This design comes from an exercise in tuning for small area, a short achievable clock period and few clock cycles per item on the open sky130 flow, not from production work. Function was checked by simulation only, so behaviour that the tests miss may differ from the original.

// btc_sha256d
module btc_sha256d(
    input clk,
    input rst_n,
    input start,
    input [639:0] header,
    output done,
    output [255:0] hash
    );
clock: 12.0 ns
lec_check: 0
cap_margin: 20
core_margin: 2
core_utilization: 45
slew_margin: 20
standard.sh (not shown) runs the stock make flow with config.mk's settings and CLKGATE_MAP_FILE= SYNTH_SCRIPT=/design/flow/synth_recipe.tcl, a recipe that flattens the netlist after the stock synthesis.
==> flow/flow/run.sh <==
#!/bin/bash
set -euo pipefail
MARGIN=${MARGIN:-8}
bash standard.sh \
  SETUP_SLACK_MARGIN=$MARGIN \
  "BUFFER_PORTS_ARGS=-buffer_cell sky130_fd_sc_hd__buf_1" \
  finish > flow_make.log 2>&1
The first run finished with timing, DRC and antenna clean.
Testbench counts at the start, summed over its fixed seeds: cycles 9,936, hashes 48.
Rerun with:
--- a/flow/flow/run.sh
+++ b/flow/flow/run.sh
@@ -2,3 +2,3 @@
 set -euo pipefail
-MARGIN=${MARGIN:-8}
+MARGIN=${MARGIN:-7}
 bash standard.sh \
What happened: Worst setup slack loses 0.093 ns. Critical path depth came out higher by 1. Worst hold slack gains 0.016 ns. Utilization came out lower by 3.2 points. Design area came out lower by 5.6%. Wire length came out lower by about 6%. Die area stays the same.
Rerun with:
==> flow/run.sh (new file) <==
#!/bin/bash
# synth_recipe.tcl (not shown) runs the flow's synth.tcl, then flattens the netlist and writes it again
# the make line also repeats each setting of config.mk as NAME=value (left out here)
make -C /OpenROAD-flow-scripts/flow DESIGN_CONFIG=/design/flow/config.mk WORK_HOME=/design/flow/orfs CLKGATE_MAP_FILE= SYNTH_SCRIPT=/design/flow/synth_recipe.tcl finish
CORE_UTILIZATION = 40   (was 45)
SETUP_SLACK_MARGIN = 5   (was default)
removed: flow/flow/run.sh
removed: flow/standard.sh
Effect:
- final cell count went up by 2.4%
- clock skew barely changes
- clock-buffer cell count came out higher by 6
- die area rises by about 12%
- core utilization decreases by 2.7 points
- sequential cell count does not change
- routed wire length increases by about 4.5%
- fmax shrinks by 17%

Another version of the RTL of btc_sha256d (not shown whole).
Size in the first run: ~5,600 cells after synthesis, ~900 I/O pins, about 53,000 sq um of cells after synthesis.
==> flow/config.mk <==
export PLATFORM = sky130hd
export DESIGN_NAME = btc_sha256d
export DESIGN_NICKNAME = btc_sha256d
export VERILOG_FILES = /design/flow/design.v
export SDC_FILE = /design/flow/constraint.sdc
export NUM_CORES = 8
export LEC_CHECK = 0
export CAP_MARGIN = 20
export CORE_MARGIN = 2
export CORE_UTILIZATION = 55
export CTS_CLUSTER_DIAMETER = 120
export CTS_CLUSTER_SIZE = 24
export SLEW_MARGIN = 20
==> flow/constraint.sdc <==
create_clock -name core_clock -period 12.0 [get_ports {clk}]
set_input_delay 2.4000 -clock core_clock [delete_from_list [all_inputs] [get_ports {clk}]]
set_output_delay 2.4000 -clock core_clock [all_outputs]
set_load 0.01 [all_outputs]
==> flow/flow/run.sh <==
#!/bin/bash
set -euo pipefail
MARGIN=${MARGIN:-7.5}
bash standard.sh \
  SETUP_SLACK_MARGIN=$MARGIN \
  "BUFFER_PORTS_ARGS=-buffer_cell sky130_fd_sc_hd__buf_1" \
  finish > flow_make.log 2>&1
Testbench counts at the start, summed over its fixed seeds: cycles 9,936, hashes 48.
Change:
--- a/flow/flow/run.sh
+++ b/flow/flow/run.sh
@@ -3 +3 @@
-MARGIN=${MARGIN:-7.5}
+MARGIN=${MARGIN:-8}
ABC_AREA = 1   (was unset)
CORE_UTILIZATION = 45   (was 55)
Outcome: Area after synthesis is higher by 4.0%. Routed wire length is higher by 13%. Count of clock-buffer cells in the layout is lower by 3. Clock skew is higher by 14 ps. Hold slack degrades by 21 ps. Utilization is lower by 8.3 points. Die area is higher by 27%.
Change:
--- a/flow/flow/run.sh
+++ b/flow/flow/run.sh
@@ -3 +3 @@
-MARGIN=${MARGIN:-8}
+MARGIN=${MARGIN:-7}
ABC_AREA = unset   (was 1)
The new run produced a clean layout.
Area after synthesis drops by 3.9%.
Cell count drops by 20%.
Worst setup slack is worse by 550 ps.
Clock-buffer cell count climbs by 6.
Cell area drops by 13%.
Sequential share of layout area climbs by 4.6 points.
Fmax drops by 11%.

btc_sha256d, a different RTL version from the one above (not shown whole).
Size in the first run: about 7000 cells after synthesis, ~1100 flip-flops, roughly 900 I/O pins, roughly 55000 um2 of cells after synthesis.
## btc_sha256d
module btc_sha256d(
    input clk,
    input rst_n,
    input start,
    input [639:0] header,
    output done,
    output [255:0] hash
    );
Settings: LEC_CHECK=0, ABC_AREA=1, CAP_MARGIN=20, CORE_MARGIN=2, CORE_UTILIZATION=45, CTS_CLUSTER_DIAMETER=120, CTS_CLUSTER_SIZE=20, SLEW_MARGIN=20; clock period 12.0 ns.
==> flow/flow/run.sh <==
#!/bin/bash
set -euo pipefail
MARGIN=${MARGIN:-7.9}
bash standard.sh \
  SETUP_SLACK_MARGIN=$MARGIN \
  "BUFFER_PORTS_ARGS=-buffer_cell sky130_fd_sc_hd__buf_1" \
  finish > flow_make.log 2>&1
The starting point ran to the end with no violations.
Testbench counts at the start, summed over its fixed seeds: cycles 9,888, hashes 48.
Then changed:
--- a/flow/flow/run.sh
+++ b/flow/flow/run.sh
@@ -2,3 +2,3 @@
 set -euo pipefail
-MARGIN=${MARGIN:-7.9}
+MARGIN=${MARGIN:-7.75}
 bash standard.sh \
The changed run completed without violations.
Via count drops by 1.8%.
Register-to-register slack got worse by 0.04 ns.
Final cell count went down by 0.82%.
Then changed:
--- a/flow/flow/run.sh
+++ b/flow/flow/run.sh
@@ -2,3 +2,3 @@
 set -euo pipefail
-MARGIN=${MARGIN:-7.75}
+MARGIN=${MARGIN:-7.6}
 bash standard.sh \
Via count fell by 0.93%.
Non-clock buffer count is lower by 75.
Register-to-register slack got worse by 0.39 ns.
Critical path depth goes up by 11.
Count of clock-buffer cells in the layout stays the same.

Another version of the RTL of btc_sha256d (not shown whole).
Size: ~7,200 cells after synthesis, ~1,100 flip-flops.
Settings: LEC_CHECK=0, ABC_AREA=1, CAP_MARGIN=20, CORE_MARGIN=2, CORE_UTILIZATION=45, CTS_CLUSTER_DIAMETER=120, CTS_CLUSTER_SIZE=20, SLEW_MARGIN=20; clock period 12.0 ns.
==> flow/flow/run.sh <==
#!/bin/bash
set -euo pipefail
MARGIN=${MARGIN:-8}
bash standard.sh \
  SETUP_SLACK_MARGIN=$MARGIN \
  "BUFFER_PORTS_ARGS=-buffer_cell sky130_fd_sc_hd__buf_1" \
  finish > flow_make.log 2>&1
The starting point finished clean.
Testbench counts at the start, summed over its fixed seeds: cycles 9,936, hashes 48.
Next try:
--- a/flow/flow/run.sh
+++ b/flow/flow/run.sh
@@ -2,3 +2,3 @@
 set -euo pipefail
-MARGIN=${MARGIN:-8}
+MARGIN=${MARGIN:-7.75}
 bash standard.sh \
Settings changed: CORE_UTILIZATION 45 to 40.
What happened: Design area is lower by a few percent; wire length fell slightly; hold slack barely changes; core utilization shrinks by 8.5 points; die area went up by roughly a tenth; flip-flop and latch count stays the same.
Next try:
--- a/flow/flow/run.sh
+++ b/flow/flow/run.sh
@@ -2,3 +2,3 @@
 set -euo pipefail
-MARGIN=${MARGIN:-7.75}
+MARGIN=${MARGIN:-7.5}
 bash standard.sh \
Settings changed: ABC_AREA 1 to default, CORE_UTILIZATION 40 to 45, CTS_CLUSTER_SIZE 20 to 24.
Result:
- critical path depth shrinks by 1
- sequential share of layout area grows by 1.5 points
- fmax shrinks by 11%
- synthesized cell count shrinks by 22%
- clock-buffer cell count shrinks by 11
- worst setup slack loses 520 ps
Next try:
--- a/flow/flow/run.sh
+++ b/flow/flow/run.sh
@@ -2,3 +2,3 @@
 set -euo pipefail
-MARGIN=${MARGIN:-7.5}
+MARGIN=${MARGIN:-7.75}
 bash standard.sh \
Settings changed: ABC_AREA from default to 1, CTS_CLUSTER_SIZE 24 to 20.
After rerunning:
- design area went up by 3.9%
- routed wire length went up by 9.6%
- utilization went down by 0.26 points
- hold slack is better by 14 ps

## run A
btc_sha256d with an RTL version that a note above also has.
clock: 12.0 ns
lec_check: 0
cap_margin: 20
core_margin: 2
core_utilization: 45
cts_cluster_diameter: 120
cts_cluster_size: 24
slew_margin: 20
==> flow/flow/run.sh <==
#!/bin/bash
set -euo pipefail
MARGIN=${MARGIN:-8.5}
bash standard.sh \
  SETUP_SLACK_MARGIN=$MARGIN \
  "BUFFER_PORTS_ARGS=-buffer_cell sky130_fd_sc_hd__buf_1" \
  finish > flow_make.log 2>&1
Testbench counts of run A, summed over its fixed seeds: cycles 9,936, hashes 48.
[inputs] run B vs run A
- swapping 45 for 38 in CORE_UTILIZATION
--- a/flow/flow/run.sh
+++ b/flow/flow/run.sh
@@ -2,3 +2,3 @@
 set -euo pipefail
-MARGIN=${MARGIN:-8.5}
+MARGIN=${MARGIN:-7.5}
 bash standard.sh \
- Re post-route non-filler standard cell count: run A was higher than run B.
- Taking run A as the reference, in run B flip-flop and latch share of the layout cell area higher; number of nets in the finished design lower.
- Number of cells after detailed placement of run B exceeds that of run A by a few percent.
- Run B finished every stage and its layout cleared the timing, DRC and antenna checks.
- met1 usage in global routing was lower in run B than in run A.
- First-pass GRT wire length went up slightly going from run A to run B.
- Taking run B as 1.0, run A lands at 1.13 on cell area.
- Run B: first-pass detailed-route iteration total is 3 lower than what run A reported.
Setup changes, run B to run C
- swapping 38 for 45 in CORE_UTILIZATION
==> run notes <==
Run B ended up with e[12] as its beginning of the critical path; run C ended up with e[21]. Final standard cell utilization of the core, run C and run B: larger value in run C. Run C against run B: placement-stage worst setup slack shows an increase of 0.65 ns; sum of routed wire segments on met1 shows a reduction of about 6%; total wire length shows a reduction of about 5%.

separate check: timing with driven ports:
The flow's constraints put no driver on any port. The routed layouts listed below were extracted and timed again, unchanged, in two steps.
Step 1 (the two cells are an assumption about what drives the block):
set clk [get_ports {clk}]
set_driving_cell -lib_cell sky130_fd_sc_hd__clkbuf_16 $clk
set_driving_cell -lib_cell sky130_fd_sc_hd__buf_2 [delete_from_list [all_inputs] $clk]
Step 2 adds t to the input delays and takes it off the output delays; t is the mean of the earliest and latest rising clock arrival at the registers after step 1. Input paths then give back, and output paths get back, about the clock's delay inside the block.
Slacks: no drivers / after step 1 / after step 2; pairs: no drivers / after step 1.
run | t, ns | slack for setup (ns) | worst setup path at the end | clock arrival spread, ns
the first run of note 1 | 0.804 | 6.984 / 6.984 / 6.661 | input to register | 0.069 / 0.068
the second run of note 1 | 0.799 | 6.891 / 6.891 / 6.811 | input to register | 0.055 / 0.054
the third run of note 1 | 0.845 | 5.879 / 5.879 / 5.879 | register to register | 0.052 / 0.051
the first run of note 2 | 0.791 | 7.238 / 7.238 / 6.529 | input to register | 0.055 / 0.055
the second run of note 2 | 0.809 | 7.510 / 7.520 / 6.752 | input to register | 0.071 / 0.072
the third run of note 2 | 0.805 | 6.958 / 6.958 / 6.863 | input to register | 0.057 / 0.057
the first run of note 3 | 0.772 | 7.709 / 7.724 / 7.003 | input to register | 0.058 / 0.059
the second run of note 3 | 0.801 | 7.677 / 7.683 / 6.929 | input to register | 0.078 / 0.078
the third run of note 3 | 0.800 | 7.289 / 7.289 / 6.597 | input to register | 0.076 / 0.076
the first run of note 4 | 0.820 | 7.607 / 7.607 / 6.971 | input to register | 0.081 / 0.081
the second run of note 4 | 0.791 | 7.680 / 7.680 / 7.006 | input to register | 0.057 / 0.057
the third run of note 4 | 0.798 | 7.161 / 7.161 / 6.721 | input to register | 0.074 / 0.073
the fourth run of note 4 | 0.774 | 7.627 / 7.624 / 6.996 | input to register | 0.055 / 0.055
run A | 0.819 | 7.093 / 7.093 / 6.709 | input to register | 0.051 / 0.051
run B | 0.814 | 7.307 / 7.307 / 6.678 | input to register | 0.071 / 0.072
run C | 0.811 | 7.241 / 7.241 / 6.859 | input to register | 0.074 / 0.073
After both steps setup and hold are still met in every run listed. For the second run of note 2, which loses most, drivers alone change the setup slack by +0.010 ns; drivers and shift together by -0.758 ns.
